What follows belongs to an exercise in optimizing a design on an open flow for small area, a short achievable clock period and few clock cycles; a production flow would make more cautious choices. In this exercise RTL edits were held to simulation tests only and were not proved equivalent to the original. The clock input has no modelled driver; a real chip could not lean on it and would need a root buffer or a full tree. Power and IR drop assume default switching activity.

rev 12:
// procik
module procik (clock, reset,
               mem_addr, mem_din, mem_dout, mem_csb, mem_web, halted);
input clock, reset;
output [7:0] mem_addr;
output [15:0] mem_din;
input [15:0] mem_dout;
output mem_csb, mem_web;
output halted;
localparam [2:0] S_A = 3'd0, S_B = 3'd1, S_C = 3'd2, S_C2 = 3'd3, S_D = 3'd4, S_H = 3'd5;
reg [2:0] state;
reg [7:0] addr_q;       
reg [7:0] pc;           
reg csb_q, web_q;
reg [15:0] din_q;
reg halted_q;
reg stale_q;            
reg ld_q;               
reg [2:0] ldr_q;        
reg wb_q;               
reg [2:0] wbr_q;        
reg [15:0] r [0:7];     
assign mem_addr = addr_q;
assign mem_din = din_q;
assign mem_csb = csb_q;
assign mem_web = web_q;
assign halted = halted_q;
wire is_load  = (mem_dout[15:12] == 4'd1);
wire is_store = (mem_dout[15:12] == 4'd2);
wire is_halt  = !is_load && !is_store;
wire [2:0] rsel = mem_dout[10:8];
wire fwd = (state == S_C2);
wire [7:0] rhot = (8'd1 << rsel) & {8{!fwd}};
reg [15:0] rdata;
integer k;
always @(*) begin
  rdata = fwd ? mem_dout : 16'd0;
  for (k = 0; k < 8; k = k + 1)
    rdata = rdata | (r[k] & {16{rhot[k]}});
end
wire [7:0] inc = pc + 8'd1;
wire hazard = ld_q && is_store && (ldr_q == rsel);
wire [15:0] wdata = mem_dout & {16{!reset}};
integer j;
always @(posedge clock)
  for (j = 0; j < 8; j = j + 1)
    if (reset || (wb_q && wbr_q == j)) r[j] <= wdata;
always @(posedge clock)
  din_q <= rdata;
always @(posedge clock)
  wbr_q <= ldr_q;
always @(posedge clock)
  ldr_q <= rsel;
always @(posedge clock or posedge reset)
  if (reset) begin
    state <= S_A;
    addr_q <= 8'd0;
    pc <= 8'd0;
    csb_q <= 1'b0;
    web_q <= 1'b1;
    halted_q <= 1'b0;
    stale_q <= 1'b0;
    ld_q <= 1'b0;
    wb_q <= 1'b0;
  end else begin
    wb_q <= ld_q;
    ld_q <= 1'b0;
    case (state)
      S_A: begin
        addr_q <= inc;
        pc <= inc;
        csb_q <= 1'b0;
        web_q <= 1'b1;
        state <= S_B;
      end
      S_B: begin
        if (is_halt) begin
          csb_q <= 1'b1;
          web_q <= 1'b1;
          halted_q <= 1'b1;
          state <= S_H;
        end else begin
          addr_q <= mem_dout[7:0];
          csb_q <= 1'b0;
          web_q <= !is_store;
          ld_q <= is_load;
          stale_q <= is_store && (mem_dout[7:0] == addr_q);
          state <= S_C;
        end
  ...
For scale: roughly 550 cells after synthesis, about 180 flip-flops, roughly 45 I/O pins, ~7400 um2 of cells after synthesis.
Settings: LEC_CHECK=0, ABC_CLOCK_PERIOD_IN_PS=1200, CAP_MARGIN=20, CORE_MARGIN=2, CORE_UTILIZATION=40, CTS_BUF_LIST=sky130_fd_sc_hd__clkbuf_4 sky130_fd_sc_hd__clkbuf_8, SETUP_SLACK_MARGIN=3.0, SLEW_MARGIN=20; clock period 5.0 ns.
run.sh (not shown) runs the stock make flow with config.mk's settings and CLKGATE_MAP_FILE= SYNTH_SCRIPT=/design/flow/synth_recipe.tcl, a recipe that flattens the netlist after the stock synthesis.
Testbench counts of rev 12, summed over its fixed seeds: cycles 8,284.
## Diff of input files: rev 13 against rev 12
Settings: clearing ABC_CLOCK_PERIOD_IN_PS, which used to be 1200.
--- outcome ---
From rev 13 to rev 12, total overflow reported by the global router did not move at all. From rev 13 to rev 12, routed via count did not move at all. | routed wirelength normalized by instance count | rev 13 vs rev 12 | ≈ equal |. The final HPWL from detailed placement was comparable across rev 13 and rev 12. Reported for rev 13 and rev 12, worst relative slew slack turned out identical to the last digit. Proportion of power drawn by combinational gates of rev 13 is on par with rev 12. Re sequential cell count: no difference whatsoever between rev 12 and rev 13. Rev 12 -> rev 13: fraction of registers with async set/reset delta 0, exact match. From rev 12 to rev 13, minimum clock period did not move at all. From rev 12 to rev 13, number of clock buffer instances in the layout did not move at all.

---

build 61:
Another version of the RTL of procik (not shown whole).
Size in the first run: ~45 I/O pins, roughly 6900 um2 of cells after synthesis.
## procik
module procik (clock, reset,
               mem_addr, mem_din, mem_dout, mem_csb, mem_web, halted);
input clock, reset;
output [7:0] mem_addr;
output [15:0] mem_din;
input [15:0] mem_dout;
output mem_csb, mem_web;
output halted;
reg s_a, s_b, s_c, s_c2, s_d;
reg halted_q;
reg [7:0] addr_q;       
reg [7:0] pc;           
reg csb_q, we_q;        
reg [15:0] din_q;
reg stale_q;            
reg ld_q;               
reg [2:0] ldr_q;        
reg wb_q;               
reg [2:0] wbr_q;        
reg [15:0] r [0:7];     
assign mem_addr = addr_q;
assign mem_din = din_q;
assign mem_csb = csb_q;
assign mem_web = !we_q;
assign halted = halted_q;
wire is_load  = (mem_dout[15:12] == 4'd1);
wire is_store = (mem_dout[15:12] == 4'd2);
wire is_halt  = !is_load && !is_store;
wire [2:0] rsel = mem_dout[10:8];
wire [7:0] inc = pc + 8'd1;
wire hazard = ld_q && is_store && (ldr_q == rsel);
wire dec_b = s_b;
wire dec_c = s_c && !stale_q;
wire [7:0] rhot = (8'd1 << rsel) & {8{!s_c2}};
reg [15:0] rdata;
integer k;
always @(*) begin
  rdata = s_c2 ? mem_dout : 16'd0;
  ...
clock: 5.0 ns
lec_check: 0
cap_margin: 20
core_margin: 2
core_utilization: 40
setup_slack_margin: 3.2
slew_margin: 20
standard.sh (not shown) runs the stock make flow with config.mk's settings and CLKGATE_MAP_FILE= SYNTH_SCRIPT=/design/flow/synth_recipe.tcl, a recipe that flattens the netlist after the stock synthesis.
==> flow/flow/run.sh <==
#!/bin/bash
# The standard ORFS layout, except that the clock tree is built by
# flow/manual_cts.tcl: two levels of clock buffers placed by k-means over the
# flip-flops, in place of TritonCTS (shorter clock latency), and port
# buffers that start as buf_2 (timing repair upsizes the ones that need it).
set -euo pipefail
here=$(pwd)
bash standard.sh "PRE_CTS_TCL=$here/flow/manual_cts.tcl" \
  "BUFFER_PORTS_ARGS=-buffer_cell sky130_fd_sc_hd__buf_2" finish > "$here/orfs_make.log" 2>&1
test -f out/final.def
Other scripts of this flow, unchanged in this note and not shown: flow/flow/manual_cts.tcl
Build 61 has completed all stages; timing, DRC and antenna checks passed.
Testbench counts of build 61, summed over its fixed seeds: cycles 8,284.
> inputs changed (build 61 -> build 3)
Settings: a change of CORE_UTILIZATION from 40 to 30; a change of SETUP_SLACK_MARGIN from 3.2 to 3.1.
[summary]
Result: PASS for each of build 3 and build 61
Global-route wire length before repair | build 3 above build 61
Build 3 vs. build 61: clock power lost about 2%; wire length after detailed routing picked up an extra 470 um.
--- input diff build 3..build 97 ---
Settings: swapping 30 for 55 in CORE_UTILIZATION.
### Flow results
- Build 97: done, clean on timing, DRC and antenna
- ~same clock network latency to the later pin of the worst-skew pair in build 3 and build 97
- Portion of total power attributed to combinational logic in build 97 is 0.2 points below build 3.
- Relative to build 3, the largest stage delay on the critical path of build 97 is lower by 60 ps.
- Final non-filler cell area: build 97 lower than build 3
- [build 97] final cycle utilization of the critical path rose 0.16 points relative to build 3
- In the reports for build 3 and build 97, the larger peak fanout along the critical path belongs to build 3.
- Diff build 3 -> build 97 | wire length | down by a few percent
- [compare] base=build 3 new=build 97: core utilization now sits higher; switching component of the power grew by about 1.4%.
## Diff of input files: build 14 against build 97
Settings: changing CORE_UTILIZATION from 55 to 48.
Compared build 14 vs build 97, and global-route met2 utilization is down in build 14.
Against build 97, floorplan row count in build 14 rose by a little under 10%.
Launch point of the worst path: mem_dout[9] -> build 97, mem_dout[10] -> build 14
Looking at first-pass GRT wire length across both flows, build 14 is the stronger of the two, with build 97 trailing.
Compared with build 97, build 14 shows wire length on met1 that has gone down by a few percent.
Total number of nets in the final design, build 14 and build 97: larger value in build 97
[build 14 vs build 97] amount of wire on met3 after detailed routing: higher in build 14
Setup slack in build 14 is smaller than in build 97.
Changes observed in build 14 relative to build 97: maximum clock skew at final layout held, fraction of power consumed by the clock network held.
The following lists how build 54 was set up differently from build 14:
Settings: CORE_UTILIZATION changed from 48 to 40.
==> flow/flow/run.sh <==
#!/bin/bash
# The standard ORFS layout, except that the clock tree is built by
# flow/manual_cts.tcl: two levels of clock buffers placed by k-means over the
# flip-flops, in place of TritonCTS (shorter clock latency), and port
# buffers that start as buf_1 (timing repair upsizes the ones that need it).
set -euo pipefail
here=$(pwd)
bash standard.sh "PRE_CTS_TCL=$here/flow/manual_cts.tcl" \
  "BUFFER_PORTS_ARGS=-buffer_cell sky130_fd_sc_hd__buf_1" finish > "$here/orfs_make.log" 2>&1
test -f out/final.def
## What came out
- Every run (build 14 and build 54) finished clean.
- Looking at final instance area, build 54 sits 210 um2 above build 14.
- Build 54 ends up with lower slew at the pin closest to its max-slew limit than build 14 does.
- Diff build 14 -> build 54 | detailed placer's ending HPWL | increase of 330 um
- The setup slack of build 54 is larger than that of build 14.
- Build 54 vs. build 14: first-pass iteration count of the detailed router went up by 2.
No run of this note takes its clock network from TritonCTS; it comes from the design's own scripts or RTL.

what the ideal ports hide:
No port has a modelled driver above. Below, the same layouts with a new extraction and two added sets of constraints. Step 1, drivers: a clkbuf_16 drives clock and a buf_2 each remaining input, both assumed. Step 2 also shifts input and output timing later by t, the mid clock arrival at the registers, as if the neighbouring blocks saw the same clock. Slacks: no drivers / after step 1 / after step 2; pairs: no drivers / after step 1.
run | shift t [ns] | setup WS [ns] | pins driven straight from the clock port
rev 12 | 0.498 | 2.888 / 2.873 / 2.374 | 1
rev 13 | 0.498 | 2.888 / 2.873 / 2.374 | 1
build 61 | 0.363 | 3.160 / 3.077 / 2.818 | 4
build 3 | 0.358 | 3.100 / 3.056 / 2.727 | 4
build 97 | 0.363 | 3.092 / 3.054 / 2.715 | 4
build 14 | 0.365 | 3.087 / 3.046 / 2.754 | 4
build 54 | 0.359 | 3.099 / 3.059 / 2.700 | 4
After both steps setup and hold are still met in every run listed.
